Source: an optimization exercise on an open RTL-to-GDS flow (aim: small area). Production flows keep margins and buffers that such runs may drop.
Where RTL was checked, it was by simulation tests only, not by an equivalence proof against the original.
Power figures rest on the tool's default switching activity, not on a simulated workload.

rev 12:
// decodeAndMap
module decodeAndMap(drawX, drawY, drawColour, WE, resetn, clock, shapeselect, inputColour, vs_n, rotateX, rotateY, rotateZ, invert, pitch, roll, yaw, doneShape);
Settings: LEC_CHECK=0, CAP_MARGIN=30, CORE_MARGIN=2, CORE_UTILIZATION=40, CTS_BUF_LIST=sky130_fd_sc_hd__clkbuf_4 sky130_fd_sc_hd__clkbuf_8 sky130_fd_sc_hd__clkbuf_16, CTS_CLUSTER_DIAMETER=100, CTS_CLUSTER_SIZE=30, SLEW_MARGIN=20; clock period 12.0 ns.
run.sh (not shown) runs the stock make flow with config.mk's settings and CLKGATE_MAP_FILE= SYNTH_SCRIPT=/design/flow/synth_recipe.tcl, a recipe that flattens the netlist after the stock synthesis.
Rev 12 completed; timing, DRC and antenna clean
#### Input delta (rev 13 over rev 12)
Settings: swapping 40 for 60 in CORE_UTILIZATION.
Findings:
Most used routing layer in global routing: met1 -> rev 12, met2 -> rev 13
Between rev 13 and rev 12, it is rev 13 whose number of standard cells in the final layout excluding fillers is lower, by 9.6%.
Changes observed in rev 13 relative to rev 12: actual transition at the worst max-transition pin rose 0.029 ns, number of placed cells counting well taps fell 224, met2 routing resource usage after global routing rose 10 points, total power fell 1.0%.
Taking rev 12 as the reference, in rev 13 static leakage held steady, internal power summed over all cells shrank by about 0.8%.
Function was not checked in any run of this note: the RTL went through the layout flow alone.

* * *

Setup of sierra:
decodeAndMap, a different RTL version from the one above (not shown whole).
Size in the first run: roughly 690 flip-flops, about 59 I/O pins, ~0.020 sq mm of cells after synthesis.
export LEC_CHECK = 0
export CAP_MARGIN = 30
export CORE_ASPECT_RATIO = 0.6
export CORE_MARGIN = 2
export CORE_UTILIZATION = 75
export CTS_BUF_LIST = sky130_fd_sc_hd__clkbuf_16
export CTS_CLUSTER_DIAMETER = 100
export CTS_CLUSTER_SIZE = 30
export SLEW_MARGIN = 20
create_clock -name core_clock -period 12.0 [get_ports {clock}]
What violet does differently from sierra at the input level:
Settings: CORE_ASPECT_RATIO removed (was 0.6); CTS_CLUSTER_DIAMETER changed from 100 to 120.
--- outcome ---
Sort sierra and violet by synthesis-to-layout area growth, descending, and sierra comes first.
For violet, the launching element of the worst setup path was inputColour[2], unlike sierra, where it was inputColour[0].
Diff sierra -> violet | clock network power | down by a few percent
On total non-filler cell area in the finished layout, sierra and violet are basically level.
For the maximum frequency, violet came in 1.7% lower than sierra did.
In the reports for sierra and violet, the smaller core utilization belongs to violet.
violet vs. sierra: setup slack shows a reduction of 0.10 ns, total power shows a reduction of about 3.4%.
Setup changes, violet to raven
Settings: changing CTS_CLUSTER_DIAMETER from 120 to 100; setting CORE_ASPECT_RATIO to 1.6 for the first time.
Findings:
- For the largest stage delay on the critical path, raven came in 0.02 ns lower than violet did.
- Lower slew of the pin with the lowest slew margin was reported by violet, not raven.
- raven closes out successfully: all stages finished, all timing, DRC and antenna checks passed.
- | share of the final layout cell area in multi-input gates | raven vs violet | ≈ equal |
--- input diff raven..tundra ---
Settings: CTS_CLUSTER_DIAMETER changed from 100 to 150; CORE_ASPECT_RATIO removed (was 1.6).
~same register fraction of the total cell area in raven and tundra
Compared with raven, tundra shows final worst slack lower by 0.086 ns.
met4 as the top layer used by detailed routing was reported by tundra, and met5 by raven.
Pin count of the biggest net entering global routing: lower on raven
The lower post-route fraction of the period consumed by the critical path came out of raven.
raven and tundra ended up with nearly the same finished layout cell area.
Changes observed in tundra relative to raven: via count now sits lower; total chip power now smaller.

* * *

the previous run:
decodeAndMap, a different RTL version from the one above (not shown whole).
For scale: about 690 flip-flops, about 19000 um2 of cells after synthesis.
Settings: LEC_CHECK=0, CAP_MARGIN=30, CORE_MARGIN=2, CORE_UTILIZATION=70, CTS_BUF_LIST=sky130_fd_sc_hd__clkbuf_16, CTS_CLUSTER_DIAMETER=100, CTS_CLUSTER_SIZE=30, SLEW_MARGIN=20; clock period 12.0 ns.
Inputs modified between the previous run and the current run:
- CTS_CLUSTER_SIZE changed from 30 to 31
### Flow results
- As far as number of buffers between clock root and the deepest sink goes, the current run and the previous run are indistinguishable; the numbers are identical.
- Between the current run and the previous run, the difference in proportion of power drawn by the clock network is negligible.
- When the current run is set beside the previous run, its total combinational power turns out to be about 1% larger.
- Relative to the previous run, global-route wire length before repair has decreased by 900 um in the current run.
- Diff the previous run -> the current run: final area neither gained nor lost much, synthesis-to-finish area growth neither gained nor lost much.
- Compared with the previous run, the current run shows a higher detailed-routing iteration count for the pre-antenna-repair pass.
- The worst setup slack on the current run is in line with that on the previous run.
- Diff the previous run -> the current run: routed length on met3 lower, overall routed net length shows a reduction of about 1.6%.
- Overall power after layout: the current run vs the previous run — no meaningful difference

[port drivers added, routing unchanged]
Ports are ideal in the flow. The routed layouts listed here were re-timed in OpenROAD. Step 1: set_driving_cell puts a clkbuf_16 on clock and a buf_2 on each other input, an assumption about the parent block. Step 2 times the ports against the registers' clock, not the clock port: input delays grow and output delays shrink by t, the midpoint of the rising clock arrivals with the driver on. Three values: no drivers, after step 1, after step 2; two values: the first two.
| run | t, ns | setup slack, ns | cell pins on the clock port's net |
|---|---|---|---|
| rev 12 | 0.635 | 6.115 / 6.087 / 6.087 | 1 |
| rev 13 | 0.631 | 6.100 / 6.069 / 6.069 | 1 |
| sierra | 0.633 | 6.094 / 6.067 / 5.964 | 1 |
| violet | 0.616 | 5.991 / 5.959 / 5.959 | 1 |
| raven | 0.645 | 6.077 / 6.045 / 6.045 | 1 |
| tundra | 0.616 | 5.991 / 5.959 / 5.959 | 1 |
| the previous run | 0.643 | 6.098 / 6.067 / 6.067 | 1 |
| the current run | 0.641 | 6.098 / 6.067 / 6.067 | 1 |
After both steps setup and hold are still met in every run listed. The setup slack of sierra, which loses most, moves by -0.027 ns with the drivers and by -0.130 ns with both steps.
